What follows belongs to an exercise in optimizing a design on an open flow for small area; a production flow would make more cautious choices. Only simulation tests tie the RTL to the original design; equivalence was not proved. The clock input has no modelled driver; a real chip could not lean on it and would need a root buffer or a full tree. Power is estimated from default activity; no workload was simulated.

==> trial 91: inputs <==
==> flow/design.v (excerpt) <==
module watch_top(
    clk,
    reset,
	i_run_en,
	i_freq,
    o_sec,
    o_min,
    o_hour
    );
parameter P_COUNT_BIT = 30;  
parameter P_SEC_BIT	 = 6;  
parameter P_MIN_BIT	 = 6;  
parameter P_HOUR_BIT = 5;  
input 							clk;
input 							reset;
input 							i_run_en;
input		[P_COUNT_BIT-1:0]	i_freq;
output reg 	[P_SEC_BIT-1:0]		o_sec;
output reg 	[P_MIN_BIT-1:0]		o_min;
output reg 	[P_HOUR_BIT-1:0]	o_hour;
wire w_one_sec_tick;
one_sec_gen 
# (
	.P_COUNT_BIT	(P_COUNT_BIT) 
) u_one_sec_gen(
	.clk 				(clk			),
	.reset 				(reset			),
	.i_run_en			(i_run_en		),
	.i_freq				(i_freq			),
	.o_one_sec_tick 	(w_one_sec_tick	)
);
reg r_started;
wire w_sec_last  = &{o_sec[5:3], o_sec[1:0]};
wire w_min_last  = &{o_min[5:3], o_min[1:0]};
wire w_hour_last = &{o_hour[4], o_hour[2:0]};
	always @(posedge clk) begin
	    if(reset) begin
			o_sec		<= 0;
			o_min		<= 0;
			o_hour		<= 0;
			r_started	<= 1'b0;
		end else if(w_one_sec_tick) begin
			r_started	<= 1'b1;
			if (r_started) begin
				if (w_sec_last) begin
					o_sec <= 0;
					if (w_min_last) begin
						o_min <= 0;
						if (w_hour_last)
							o_hour <= 0;
						else
							o_hour <= o_hour + 1'b1;
					end else begin
						o_min <= o_min + 1'b1;
					end
				end else begin
					o_sec <= o_sec + 1'b1;
				end
			end
		end
	end
endmodule
Settings: LEC_CHECK=0, CAP_MARGIN=20, CORE_MARGIN=2, CORE_UTILIZATION=40, SLEW_MARGIN=20; clock period 10.0 ns.
standard.sh (not shown) runs the stock make flow with config.mk's settings and CLKGATE_MAP_FILE= SYNTH_SCRIPT=/design/flow/synth_recipe.tcl, a recipe that flattens the netlist after the stock synthesis.
==> flow/flow/run.sh <==
#!/bin/bash
# Standard synthesis; then the tick divider re-written as hand-mapped cells
# (proved equivalent to the standard netlist, else an abc area re-mapping is
# used); then the standard layout with small port buffers and a one-level
# clock tree (flow/cts_post.tcl replaces the tree that CTS builds).
set -euo pipefail
W=$PWD
RES=$W/orfs/results/$FLOW_PLATFORM/watch_top/base
LIB=$FLOW_HOME/platforms/$FLOW_PLATFORM/lib/sky130_fd_sc_hd__tt_025C_1v80.lib
sub() { sed -e "s#@LIB@#$LIB#g" -e "s#@TOP@#$FLOW_TOP#g" -e "s#@ABC@#$W/flow/area.abc#g" "$@"; }

# 1. the standard synthesis, unchanged
bash standard.sh $RES/1_2_yosys.v > $W/synth.log 2>&1
cp $RES/1_2_yosys.v $W/1_2_yosys_std.v

# 2. hand-mapped divider, checked against the standard netlist
ok=0
if python3 $W/flow/handmap.py $W/1_2_yosys_std.v $W/hand.v > $W/handmap.log 2>&1; then
  sub -e "s#@IN@#$W/hand.v#" -e "s#@STAT@#$W/hand_stat.txt#" -e "s#@OUT@#$W/hand_mapped.v#" \
    $W/flow/map.ys.in > $W/map.ys
  sub -e "s#@GOLD@#$W/1_2_yosys_std.v#" -e "s#@GATE@#$W/hand_mapped.v#" $W/flow/eq.ys.in > $W/eq.ys
  if yosys -s $W/map.ys > $W/map.log 2>&1 && yosys -s $W/eq.ys > $W/eq.log 2>&1; then
    ok=1
  fi
fi
if [ $ok = 1 ]; then
  echo "using the hand-mapped netlist" > $W/netlist_choice.txt
  cp $W/hand_mapped.v $RES/1_2_yosys.v
else
  echo "using the abc re-mapped netlist" > $W/netlist_choice.txt
  seq=$(grep -o 'sky130_fd_sc_hd__[a-z0-9]*_[0-9]*' $W/1_2_yosys_std.v | sort -u | grep -E '__(df|edf|sdf|dl)' || true)
  bb=""; for c in $seq; do bb="$bb blackbox $c;"; done
  sub -e "s#@BLACKBOX@#$bb#" -e "s#@IN@#$W/1_2_yosys_std.v#" -e "s#@STAT@#$W/resyn_stat.txt#" \
    -e "s#@OUT@#$RES/1_2_yosys.v#" $W/flow/resyn.ys.in > $W/resyn.ys
  yosys -s $W/resyn.ys > $W/resyn.log 2>&1
fi

# 3. the standard layout from the new netlist
bash standard.sh finish \
  BUFFER_PORTS_ARGS="-buffer_cell sky130_fd_sc_hd__buf_1" \
  CTS_ARGS="-sink_clustering_enable -repair_clock_nets -dont_use_dummy_load -buf_list sky130_fd_sc_hd__clkbuf_8 -root_buf sky130_fd_sc_hd__clkbuf_8" \
  POST_CTS_TCL=$W/flow/cts_post.tcl \
  > $W/layout.log 2>&1
==> flow/flow/cts_post.tcl <==
# Replace the clock tree that CTS built with one level of clock buffers:
# the flip-flops are split into CTS_K groups along the longer side of their
# bounding box, and each group gets one buffer at its centre. The clock port
# then drives only these buffers.
set cts_k 3
set cts_cell sky130_fd_sc_hd__clkbuf_8
set old {}
foreach b [get_cells -quiet clkbuf_*] { lappend old [get_full_name $b] }
puts "cts_post: removing [llength $old] CTS buffers: $old"
if { [llength $old] > 0 } { remove_buffers $old }
set dbu [[ord::get_db_tech] getDbUnitsPerMicron]
set pts {}
foreach i [[ord::get_db_block] getInsts] {
  set net [$i findITerm CLK]
  if { $net == "NULL" } { continue }
  if { ![string match "sky130_fd_sc_hd__df*" [[$i getMaster] getName]] } { continue }
  set bb [$i getBBox]
  lappend pts [list [$i getName] [expr {([$bb xMin] + [$bb xMax]) / 2.0 / $dbu}] \
    [expr {([$bb yMin] + [$bb yMax]) / 2.0 / $dbu}]]
}
set xs [lsort -real [lmap p $pts {lindex $p 1}]]
set ys [lsort -real [lmap p $pts {lindex $p 2}]]
set ax [expr {([lindex $xs end] - [lindex $xs 0]) >= ([lindex $ys end] - [lindex $ys 0]) ? 1 : 2}]
set pts [lsort -real -index $ax $pts]
set n [llength $pts]
for {set g 0} {$g < $cts_k} {incr g} {
  set lo [expr {$g * $n / $cts_k}]
  set hi [expr {($g + 1) * $n / $cts_k - 1}]
  set pins {}; set sx 0; set sy 0
  foreach p [lrange $pts $lo $hi] {
    lappend pins [get_pins -of_objects [get_cells [lindex $p 0]] -filter "name == CLK"]
    set sx [expr {$sx + [lindex $p 1]}]
    set sy [expr {$sy + [lindex $p 2]}]
  }
  set m [expr {$hi - $lo + 1}]
  insert_buffer -buffer_cell $cts_cell -net clk -load_pins $pins \
    -buffer_name clkbuf_leaf_$g -net_name clknet_leaf_$g \
    -location [list [expr {$sx / $m}] [expr {$sy / $m}]]

}
foreach g [get_nets clknet_leaf_*] {
  [[ord::get_db_block] findNet [get_full_name $g]] setSigType CLOCK
}
detailed_placement
estimate_parasitics -placement
set worst 0
foreach p [get_pins -of_objects [get_cells -filter "ref_name =~ sky130_fd_sc_hd__df*"] -filter "name == CLK"] {
  set s [get_property $p slew_max]
  if { $s > $worst } { set worst $s }
}
puts "cts_post: [llength [get_pins -of_objects [get_nets clk]]] pins on clk, worst flip-flop clock slew $worst"
report_checks -path_delay min -digits 3 -format end
report_checks -path_delay max -digits 3 -format end
Other scripts of this flow, unchanged in this note and not shown: flow/flow/area.abc, flow/flow/eq.ys.in, flow/flow/handmap.py, flow/flow/map.ys.in, flow/flow/resyn.ys.in
==> inputs of trial 74, as changes to trial 91 <==
--- a/flow/flow/cts_post.tcl
+++ b/flow/flow/cts_post.tcl
@@ -7,7 +7,11 @@
 set old {}
 foreach b [get_cells -quiet clkbuf_*] { lappend old [get_full_name $b] }
 puts "cts_post: removing [llength $old] CTS buffers: $old"
-if { [llength $old] > 0 } { remove_buffers $old }
+set ninst_before [llength [[ord::get_db_block] getInsts]]
+if { [llength $old] > 0 } { remove_buffers {*}$old }
+if { [llength [[ord::get_db_block] getInsts]] != $ninst_before - [llength $old] } {
+  error "cts_post: removing the CTS buffers removed other cells too"
+}
 set dbu [[ord::get_db_tech] getDbUnitsPerMicron]
 set pts {}
 foreach i [[ord::get_db_block] getInsts] {
==> comparison <==
Of trial 74 and trial 91, trial 74 has the higher register-to-register slack (gap 0.08 ns).
Total power: trial 91 is lower than trial 74 (about 2.3%).
Against trial 74, the routed wire length of trial 91 is lower by about 1%.
Against trial 74, the final area of trial 91 is lower by about 9%.
In sequential power, trial 91 and trial 74 hardly differ.
==> figures <==
                                                       trial 91       trial 74
Final area over synthesized area                         1.063x         1.166x
Instance count on the critical path                          33             34
Proportion of power drawn by combinational gates           7.0%           8.9%
Period utilization                                        63.9%          65.3%
Wire length per cell after detailed routing             14.1 um        12.1 um
Pint                                                   0.245 mW       0.248 mW
Final design area excluding fillers               0.00198 sq mm  0.00217 sq mm
Run status                             timing/DRC/antenna clean  timing/DRC/antenna clean
Total length of routed met2 wires                       1710 um        1770 um
Share of total power consumed by net switching            22.0%          22.8%
Non-filler cells in the finished layout                     277            328
Clk pwr share                                             24.3%          24.0%

port drivers added, routing unchanged:
Ports are ideal in the flow. The routed layouts listed here were re-timed in OpenROAD.
Step 1, drivers: a clkbuf_16 drives clk and a buf_2 each remaining input, both assumed.
Step 2 moves the port delays by t, midway between the first and last clock arrival at a register: inputs arrive t later, outputs are due t later. That takes back most of the time a late clock gives input paths.
Three values: ideal ports, drivers, drivers and shift; two values: the first two.
| run | t, ns | slack for setup (ns) | worst slew at a driven data input, ns | cell pins on the clock port's net |
|---|---|---|---|---|
| trial 91 | 0.197 | 3.611 / 3.595 / 3.398 | 0.50 | 3 |
| trial 74 | 0.197 | 3.475 / 3.491 / 3.295 | 0.04 | 3 |
After both steps setup and hold are still met in every run listed. For trial 91, which loses most, drivers alone change the setup slack by -0.016 ns; drivers and shift together by -0.213 ns.
